This is an optimization exercise on Yosys and OpenROAD, whose aim is small area, a short achievable clock period and few clock cycles, not a production implementation. RTL that was checked went through simulation tests only; none was proved equivalent to the original. Power figures rest on the tool's default switching activity, not on a simulated workload.

## circle
module circle(
     input  logic       clk,
     input  logic       rst_n,
     input  logic [2:0] colour,
     input  logic [7:0] centre_x,
     input  logic [6:0] centre_y,
     input  logic [7:0] radius,
     input  logic       start,
     output logic       done,
     output logic [7:0] vga_x,
     output logic [6:0] vga_y,
     output logic [2:0] vga_colour,
     output logic       vga_plot
     );
Size in the first run: about 850 cells after synthesis, ~49 I/O pins, ~6900 µm² of cells after synthesis.
make LEC_CHECK=0 CAP_MARGIN=0 CORE_MARGIN=2 CORE_UTILIZATION=40 SETUP_SLACK_MARGIN=2.0 SLEW_MARGIN=0 finish   # period 5.0 ns
run.sh (not shown) runs the stock make flow with config.mk's settings and CLKGATE_MAP_FILE= SYNTH_SCRIPT=/design/flow/synth_recipe.tcl, a recipe that flattens the netlist after the stock synthesis.
Testbench counts at the start, summed over its fixed seeds: cycles 121,943.
Next try:
--- a/flow/config.mk
+++ b/flow/config.mk
@@ -7,6 +7,6 @@
 export LEC_CHECK = 0
-export CAP_MARGIN = 0
+export CAP_MARGIN = 20
 export CORE_MARGIN = 2
 export CORE_UTILIZATION = 40
-export SETUP_SLACK_MARGIN = 2.0
-export SLEW_MARGIN = 0
+export SETUP_SLACK_MARGIN = 2.2
+export SLEW_MARGIN = 20
The new run completed without violations; via count falls by 0.50%; cell area rises by 1.8%; flip-flop and latch count stays the same; non-clock buffer count rises by 5; power rises by 1.2%; final cell count rises by 0.45%; global-route usage rises by 0.10 points; routed wire length rises by 1.1%; fmax rises by 6.2%.
Next try:
==> flow/flow/run.sh (new file) <==
#!/bin/bash
# The standard layout, with the ports buffered by a small plain buffer
# instead of the delay buffer that buffer_ports picks by default.
set -e
cp standard.sh standard_sh.txt
export BUFFER_PORTS_ARGS="-buffer_cell sky130_fd_sc_hd__buf_2"
bash standard.sh > standard.log 2>&1
==> flow/standard.sh (new file) <==
#!/bin/bash
# synth_recipe.tcl (not shown) runs the flow's synth.tcl, then flattens the netlist and writes it again
# the make line also repeats each setting of config.mk as NAME=value (left out here)
make -C /OpenROAD-flow-scripts/flow DESIGN_CONFIG=/design/flow/config.mk WORK_HOME=/design/flow/orfs CLKGATE_MAP_FILE= SYNTH_SCRIPT=/design/flow/synth_recipe.tcl "${@:-finish}"
--- a/flow/config.mk
+++ b/flow/config.mk
@@ -7,2 +7,3 @@
 export LEC_CHECK = 0
+export ABC_AREA = 1
 export CAP_MARGIN = 20
@@ -10,3 +11,5 @@
 export CORE_UTILIZATION = 40
-export SETUP_SLACK_MARGIN = 2.2
+export CTS_BUF_LIST = sky130_fd_sc_hd__clkbuf_4 sky130_fd_sc_hd__clkbuf_8
+export SETUP_SLACK_MARGIN = 2.4
 export SLEW_MARGIN = 20
+export TNS_END_PERCENT = 0
removed: flow/run.sh
First-iteration DRC count came out higher by 14%.
Routed wire length came out higher by 3.0%.
Final area came out lower by 3.4%.
Worst setup slack is better by 86 ps.
Utilization came out lower by 1.7 points.
Critical path depth came out higher by 8.
Non-clock buffer count came out higher by 6.
Register-to-register slack is better by 90 ps.
Power came out lower by 4.9%.
Next try:
--- a/flow/config.mk
+++ b/flow/config.mk
@@ -12,4 +12,5 @@
 export CTS_BUF_LIST = sky130_fd_sc_hd__clkbuf_4 sky130_fd_sc_hd__clkbuf_8
-export SETUP_SLACK_MARGIN = 2.4
+export GPL_ROUTABILITY_DRIVEN = 0
+export SETUP_SLACK_MARGIN = 2.5
 export SLEW_MARGIN = 20
-export TNS_END_PERCENT = 0
+export TNS_END_PERCENT = 30
Effect: Global-route usage came out higher by 0.22 points; register-to-register slack improves by 180 ps; sequential cell count is unchanged; worst setup slack improves by 180 ps; die area is unchanged; power came out higher by 3.8%; sequential share of layout area came out lower by 1.2 points; clock power came out lower by 9.3%; wire length came out higher by 4.5%; via count came out higher by 3.5%; non-clock buffer count came out higher by 24.


alpha:
circle again, from the RTL that the note above started with.
==> flow/design.v (excerpt) <==
module circle(
     input  logic       clk,
     input  logic       rst_n,
     input  logic [2:0] colour,
     input  logic [7:0] centre_x,
     input  logic [6:0] centre_y,
     input  logic [7:0] radius,
     input  logic       start,
     output logic       done,
     output logic [7:0] vga_x,
     output logic [6:0] vga_y,
     output logic [2:0] vga_colour,
     output logic       vga_plot
     );
export LEC_CHECK = 0
export CAP_MARGIN = 20
export CORE_MARGIN = 2
export CORE_UTILIZATION = 40
export SETUP_SLACK_MARGIN = 2.4
export SLEW_MARGIN = 20
create_clock -name core_clock -period 5.0 [get_ports {clk}]
Stock flow here: none of the scripts above is used.
Testbench counts of alpha, summed over its fixed seeds: cycles 121,943.
Relative to alpha, the following input files were edited for beta:
# alpha
export LEC_CHECK = 0
export CAP_MARGIN = 20
export CORE_MARGIN = 2
export CORE_UTILIZATION = 40
export SETUP_SLACK_MARGIN = 2.4
export SLEW_MARGIN = 20
create_clock -name core_clock -period 5.0 [get_ports {clk}]
# beta
export LEC_CHECK = 0
export ABC_AREA = 1
export CAP_MARGIN = 20
export CORE_MARGIN = 2
export CORE_UTILIZATION = 40
export CTS_BUF_LIST = sky130_fd_sc_hd__clkbuf_4 sky130_fd_sc_hd__clkbuf_8
export GPL_ROUTABILITY_DRIVEN = 0
export SETUP_SLACK_MARGIN = 2.5
export SLEW_MARGIN = 20
create_clock -name core_clock -period 5.0 [get_ports {clk}]
==> flow/flow/run.sh (new file) <==
#!/bin/bash
# The standard layout, with the ports buffered by a small plain buffer
# instead of the delay buffer that buffer_ports picks by default.
set -e
cp standard.sh standard_sh.txt
export BUFFER_PORTS_ARGS="-buffer_cell sky130_fd_sc_hd__buf_2"
bash standard.sh > standard.log 2>&1
==> flow/standard.sh (new file) <==
#!/bin/bash
# synth_recipe.tcl (not shown) runs the flow's synth.tcl, then flattens the netlist and writes it again
# the make line also repeats each setting of config.mk as NAME=value (left out here)
make -C /OpenROAD-flow-scripts/flow DESIGN_CONFIG=/design/flow/config.mk WORK_HOME=/design/flow/orfs CLKGATE_MAP_FILE= SYNTH_SCRIPT=/design/flow/synth_recipe.tcl "${@:-finish}"
removed: flow/run.sh
### Flow results
When beta is set beside alpha, its fill cell instance count of the final layout turns out to be 3.7% larger. beta ends up with lower relative area change from synthesis to final layout than alpha does. Die area across alpha and beta: no real change. Comparing alpha and beta, wire length on met3 is lower on alpha. Relative to alpha, worst hold slack across all endpoints has gone down in beta. Post-route standard cell area excluding fillers: beta < alpha. Of beta and alpha, it is beta that has the higher post-synthesis instance total. Looking at highest-delay cell along the critical path, the sky130_fd_sc_hd__edfxtp_1 result is from beta; the sky130_fd_sc_hd__fa_2 one comes from alpha. Critical path required time, alpha and beta: lower on beta. Comparing number of global-route vias before repair for alpha and beta, the bigger number came from beta. alpha tops out at a lower clock frequency than beta. Inverter count of the layout excluding clock inverters (beta vs. alpha) increases by more than 100%.
[inputs] gamma vs beta
# beta
export LEC_CHECK = 0
export ABC_AREA = 1
export CAP_MARGIN = 20
export CORE_MARGIN = 2
export CORE_UTILIZATION = 40
export CTS_BUF_LIST = sky130_fd_sc_hd__clkbuf_4 sky130_fd_sc_hd__clkbuf_8
export GPL_ROUTABILITY_DRIVEN = 0
export SETUP_SLACK_MARGIN = 2.5
export SLEW_MARGIN = 20
create_clock -name core_clock -period 5.0 [get_ports {clk}]
# gamma
export LEC_CHECK = 0
export ABC_AREA = 1
export CAP_MARGIN = 20
export CORE_MARGIN = 2
export CORE_UTILIZATION = 40
export CTS_BUF_LIST = sky130_fd_sc_hd__clkbuf_4 sky130_fd_sc_hd__clkbuf_8
export GPL_ROUTABILITY_DRIVEN = 0
export SETUP_SLACK_MARGIN = 2.4
export SLEW_MARGIN = 20
export TNS_END_PERCENT = 30
create_clock -name core_clock -period 5.0 [get_ports {clk}]
==> comparison <==
Status | beta and gamma | clean. Slowest library cell on the worst path: sky130_fd_sc_hd__fa_1 -> gamma, sky130_fd_sc_hd__edfxtp_1 -> beta. The standard cells in gamma occupy less silicon area than those in beta do. When gamma is measured against beta, its utilization turns out 2.5 points lower. Against beta, gamma reports a routed wire length that is lower.
## Diff of input files: delta against gamma
# gamma
export LEC_CHECK = 0
export ABC_AREA = 1
export CAP_MARGIN = 20
export CORE_MARGIN = 2
export CORE_UTILIZATION = 40
export CTS_BUF_LIST = sky130_fd_sc_hd__clkbuf_4 sky130_fd_sc_hd__clkbuf_8
export GPL_ROUTABILITY_DRIVEN = 0
export SETUP_SLACK_MARGIN = 2.4
export SLEW_MARGIN = 20
export TNS_END_PERCENT = 30
create_clock -name core_clock -period 5.0 [get_ports {clk}]
# delta
export LEC_CHECK = 0
export ABC_AREA = 1
export CAP_MARGIN = 20
export CORE_MARGIN = 2
export CORE_UTILIZATION = 40
export CTS_BUF_LIST = sky130_fd_sc_hd__clkbuf_4 sky130_fd_sc_hd__clkbuf_8
export GPL_ROUTABILITY_DRIVEN = 0
export SETUP_SLACK_MARGIN = 2.45
export SLEW_MARGIN = 20
export TNS_END_PERCENT = 30
create_clock -name core_clock -period 5.0 [get_ports {clk}]
Results
delta: no failed stages, no open violations at the end. On delta: leakage dissipation is 0.022 nW higher than what gamma gave. delta ends up with higher combinational power share than gamma does. Higher total design power goes to delta over gamma. Launch point of the worst path = cyr[0]: gamma; launch point of the worst path = oy[2]: delta.
Here is what was changed in the inputs of epsilon compared with delta.
# delta
export LEC_CHECK = 0
export ABC_AREA = 1
export CAP_MARGIN = 20
export CORE_MARGIN = 2
export CORE_UTILIZATION = 40
export CTS_BUF_LIST = sky130_fd_sc_hd__clkbuf_4 sky130_fd_sc_hd__clkbuf_8
export GPL_ROUTABILITY_DRIVEN = 0
export SETUP_SLACK_MARGIN = 2.45
export SLEW_MARGIN = 20
export TNS_END_PERCENT = 30
create_clock -name core_clock -period 5.0 [get_ports {clk}]
# epsilon
export LEC_CHECK = 0
export CAP_MARGIN = 20
export CORE_MARGIN = 2
export CORE_UTILIZATION = 40
export SETUP_SLACK_MARGIN = 2.0
export SLEW_MARGIN = 20
create_clock -name core_clock -period 5.0 [get_ports {clk}]
==> flow/run.sh (new file) <==
#!/bin/bash
# synth_recipe.tcl (not shown) runs the flow's synth.tcl, then flattens the netlist and writes it again
# the make line also repeats each setting of config.mk as NAME=value (left out here)
make -C /OpenROAD-flow-scripts/flow DESIGN_CONFIG=/design/flow/config.mk WORK_HOME=/design/flow/orfs CLKGATE_MAP_FILE= SYNTH_SCRIPT=/design/flow/synth_recipe.tcl finish
removed: flow/flow/run.sh
removed: flow/standard.sh
Findings:
- Higher fraction of synthesized area in multiplexers goes to epsilon over delta.
- Taking delta as the reference point, the core utilization of epsilon falls by 1.1 points.
- As of epsilon, power density over the cells had risen by a few percent compared to delta.
- Compared with delta, epsilon instantiates a smaller number of cells.
- When epsilon is measured against delta, its share of the synthesized area in compound gates (AO/OA/AOI/OAI) turns out 6.7 points higher.
- Compared with delta, epsilon shows a lower met3 wire length.
- Achievable frequency in epsilon vs delta: down about 13%
- Measured against epsilon, the total wire length of delta comes out at 1.07 times the reference value.


v4:
Another version of the RTL of circle (not shown whole).
Size in the first run: about 80 flip-flops, about 7200 sq um of cells after synthesis.
Settings: LEC_CHECK=0, CAP_MARGIN=20, CORE_MARGIN=2, CORE_UTILIZATION=40, SETUP_SLACK_MARGIN=2.4, SLEW_MARGIN=20; clock period 5.0 ns.
Stock flow here: none of the scripts above is used.
The inputs of v12 differ from those of v4 as listed below.
# v4
export LEC_CHECK = 0
export CAP_MARGIN = 20
export CORE_MARGIN = 2
export CORE_UTILIZATION = 40
export SETUP_SLACK_MARGIN = 2.4
export SLEW_MARGIN = 20
create_clock -name core_clock -period 5.0 [get_ports {clk}]
# v12
export LEC_CHECK = 0
export CAP_MARGIN = 20
export CORE_MARGIN = 2
export CORE_UTILIZATION = 40
export SETUP_SLACK_MARGIN = 2.2
export SLEW_MARGIN = 20
create_clock -name core_clock -period 5.0 [get_ports {clk}]
==> run summary <==
- Diff v4..v12 | sequential cell count | unchanged
- Summary of v12 over v4: final area went down about 8%; number of resized instances in the post-cts repair step went down about 50%; maximum vdd drop went up 16%.
- Power consumed by combinational cells of v12 falls short of that of v4 by more than 10%.
No functional check of the RTL was part of any run of this note.


Setup of job 101:
Another version of the RTL of circle (not shown whole).
Size: roughly 790 cells after synthesis, about 80 flip-flops, about 0.0068 sq mm of cells after synthesis.
==> flow/design.v (excerpt) <==
module circle(
     input  logic       clk,
     input  logic       rst_n,
     input  logic [2:0] colour,
     input  logic [7:0] centre_x,
     input  logic [6:0] centre_y,
     input  logic [7:0] radius,
     input  logic       start,
     output logic       done,
     output logic [7:0] vga_x,
     output logic [6:0] vga_y,
     output logic [2:0] vga_colour,
     output logic       vga_plot
     );
==> flow/config.mk <==
export PLATFORM = sky130hd
export DESIGN_NAME = circle
export DESIGN_NICKNAME = circle
export VERILOG_FILES = /design/flow/design.v
export SDC_FILE = /design/flow/constraint.sdc
export NUM_CORES = 4
export LEC_CHECK = 0
export CAP_MARGIN = 20
export CORE_MARGIN = 2
export CORE_UTILIZATION = 40
export SETUP_SLACK_MARGIN = 3.0
export SLEW_MARGIN = 20
==> flow/constraint.sdc <==
create_clock -name core_clock -period 5.0 [get_ports {clk}]
set_input_delay 1.0000 -clock core_clock [delete_from_list [all_inputs] [get_ports {clk}]]
set_output_delay 1.0000 -clock core_clock [all_outputs]
set_load 0.01 [all_outputs]
Testbench counts of job 101, summed over its fixed seeds: cycles 121,943.
Edits applied to the flow inputs when going from job 101 to job 102:
# job 101
export LEC_CHECK = 0
export CAP_MARGIN = 20
export CORE_MARGIN = 2
export CORE_UTILIZATION = 40
export SETUP_SLACK_MARGIN = 3.0
export SLEW_MARGIN = 20
create_clock -name core_clock -period 5.0 [get_ports {clk}]
# job 102
export LEC_CHECK = 0
export CAP_MARGIN = 20
export CORE_MARGIN = 2
export CORE_UTILIZATION = 40
export SETUP_SLACK_MARGIN = 2.0
export SLEW_MARGIN = 20
create_clock -name core_clock -period 5.0 [get_ports {clk}]
Results
Job 102 reached the final stage; the timing, DRC and antenna checks on its layout passed. Sequential share of cell area | job 102 above job 101. Job 102 against job 101: cell area lower, multi-input logic portion of the cell area higher, buffering overhead lower, peak clock frequency supported by timing lower. On total length of routed met3 wires: job 102 sits below job 101.
Input-level comparison between job 103 and job 102:
# job 102
export LEC_CHECK = 0
export CAP_MARGIN = 20
export CORE_MARGIN = 2
export CORE_UTILIZATION = 40
export SETUP_SLACK_MARGIN = 2.0
export SLEW_MARGIN = 20
create_clock -name core_clock -period 5.0 [get_ports {clk}]
# job 103
export LEC_CHECK = 0
export CAP_MARGIN = 20
export CORE_MARGIN = 2
export CORE_UTILIZATION = 40
export SETUP_SLACK_MARGIN = 2.5
export SLEW_MARGIN = 20
create_clock -name core_clock -period 5.0 [get_ports {clk}]
--- outcome ---
Job 103 vs job 102: combinational gate power up in job 103. Job 103 went all the way through synthesis, placement and routing and the layout is clean on timing, DRC and antenna. sky130_fd_sc_hd__fa_1 as the slowest stage cell on the critical path was reported by job 102, and sky130_fd_sc_hd__edfxtp_1 by job 103. Taking job 102 as the reference, in job 103 summed area of non-filler cells in the final layout increased 15%; sum of routed wire segments on met1 grew by 10%; number of clock buffer instances in the layout moved up; post-layout instance count excluding filler cells +about 4.7%; met1 layer usage reported by global route went up.
--- input diff job 103..job 104 ---
# job 103
export LEC_CHECK = 0
export CAP_MARGIN = 20
export CORE_MARGIN = 2
export CORE_UTILIZATION = 40
export SETUP_SLACK_MARGIN = 2.5
export SLEW_MARGIN = 20
create_clock -name core_clock -period 5.0 [get_ports {clk}]
# job 104
export LEC_CHECK = 0
export CAP_MARGIN = 20
export CORE_MARGIN = 2
export CORE_UTILIZATION = 60
export SETUP_SLACK_MARGIN = 2.0
export SLEW_MARGIN = 20
create_clock -name core_clock -period 5.0 [get_ports {clk}]
Findings:
- Job 104 — required time reported for the critical path endpoint 0.02 ns higher, job 103 as reference
- The lower maximum operating frequency of job 104 and job 103 is in job 104.
- Relative to job 103, share of power burned in combinational logic decreased by 4.2 points in job 104.
- From job 103 to job 104 the numbers moved as follows: total power saw a decrease, final critical path time including I/O delays and setup grew by 0.20 ns, routed length on met3 up 18%.
- Relative to job 103, routed wire length decreased by about 9% in job 104.
Setup changes, job 104 to job 105
# job 104
export LEC_CHECK = 0
export CAP_MARGIN = 20
export CORE_MARGIN = 2
export CORE_UTILIZATION = 60
export SETUP_SLACK_MARGIN = 2.0
export SLEW_MARGIN = 20
create_clock -name core_clock -period 5.0 [get_ports {clk}]
# job 105
export LEC_CHECK = 0
export CAP_MARGIN = 20
export CORE_MARGIN = 2
export CORE_UTILIZATION = 40
export SETUP_SLACK_MARGIN = 1.0
export SLEW_MARGIN = 20
create_clock -name core_clock -period 5.0 [get_ports {clk}]
### Flow results
- Of job 104 and job 105, the higher met2 layer usage reported by global route belongs to job 104.
- Between job 104 and job 105, maximum frequency is higher for job 104, job 105 comes in under that.
- Ratio of total power to cell area (job 105 vs. job 104) increases slightly
- In the metrics for job 104 and job 105, the one carrying the higher post-route worst hold slack is job 105.

## port drivers added, routing unchanged
In the flow no input, the clock included, has a driving cell. The finished layouts below were timed again as built, in two steps. Step 1: set_driving_cell puts a clkbuf_16 on clk and a buf_2 on each other input, an assumption about the parent block. Step 2 times the ports against the registers' clock, not the clock port: input delays grow and output delays shrink by t, the midpoint of the rising clock arrivals with the driver on. Slacks: no drivers / after step 1 / after step 2; pairs: no drivers / after step 1.
run | t, ns | setup slack, ns | worst slew at a driven data input, ns | cell pins on the clock port's net
the first run of note 1 | 0.399 | 2.128 / 2.128 / 2.035 | 0.04 | 1
the second run of note 1 | 0.398 | 2.297 / 2.297 / 2.037 | 0.04 | 1
the third run of note 1 | 0.425 | 2.383 / 2.383 / 2.383 | 0.03 | 1
the fourth run of note 1 | 0.419 | 2.566 / 2.566 / 2.388 | 0.03 | 1
alpha | 0.396 | 2.434 / 2.434 / 2.203 | 0.03 | 1
beta | 0.420 | 2.564 / 2.564 / 2.395 | 0.03 | 1
gamma | 0.421 | 2.504 / 2.504 / 2.504 | 0.03 | 1
delta | 0.421 | 2.515 / 2.515 / 2.375 | 0.03 | 1
epsilon | 0.399 | 2.128 / 2.128 / 2.035 | 0.04 | 1
v4 | 0.402 | 2.279 / 2.279 / 2.133 | 0.03 | 1
v12 | 0.396 | 2.237 / 2.237 / 1.995 | 0.03 | 1
job 101 | 0.396 | 2.125 / 2.125 / 2.125 | 0.05 | 1
job 102 | 0.396 | 2.109 / 2.109 / 2.102 | 0.03 | 1
job 103 | 0.399 | 2.227 / 2.227 / 2.205 | 0.04 | 1
job 104 | 0.386 | 2.028 / 2.028 / 2.028 | 0.04 | 1
job 105 | 0.395 | 1.786 / 1.786 / 1.786 | 0.04 | 1
After both steps setup and hold are still met in every run listed. For the second run of note 1, which loses most, drivers alone change the setup slack by 0.000 ns; drivers and shift together by -0.260 ns.
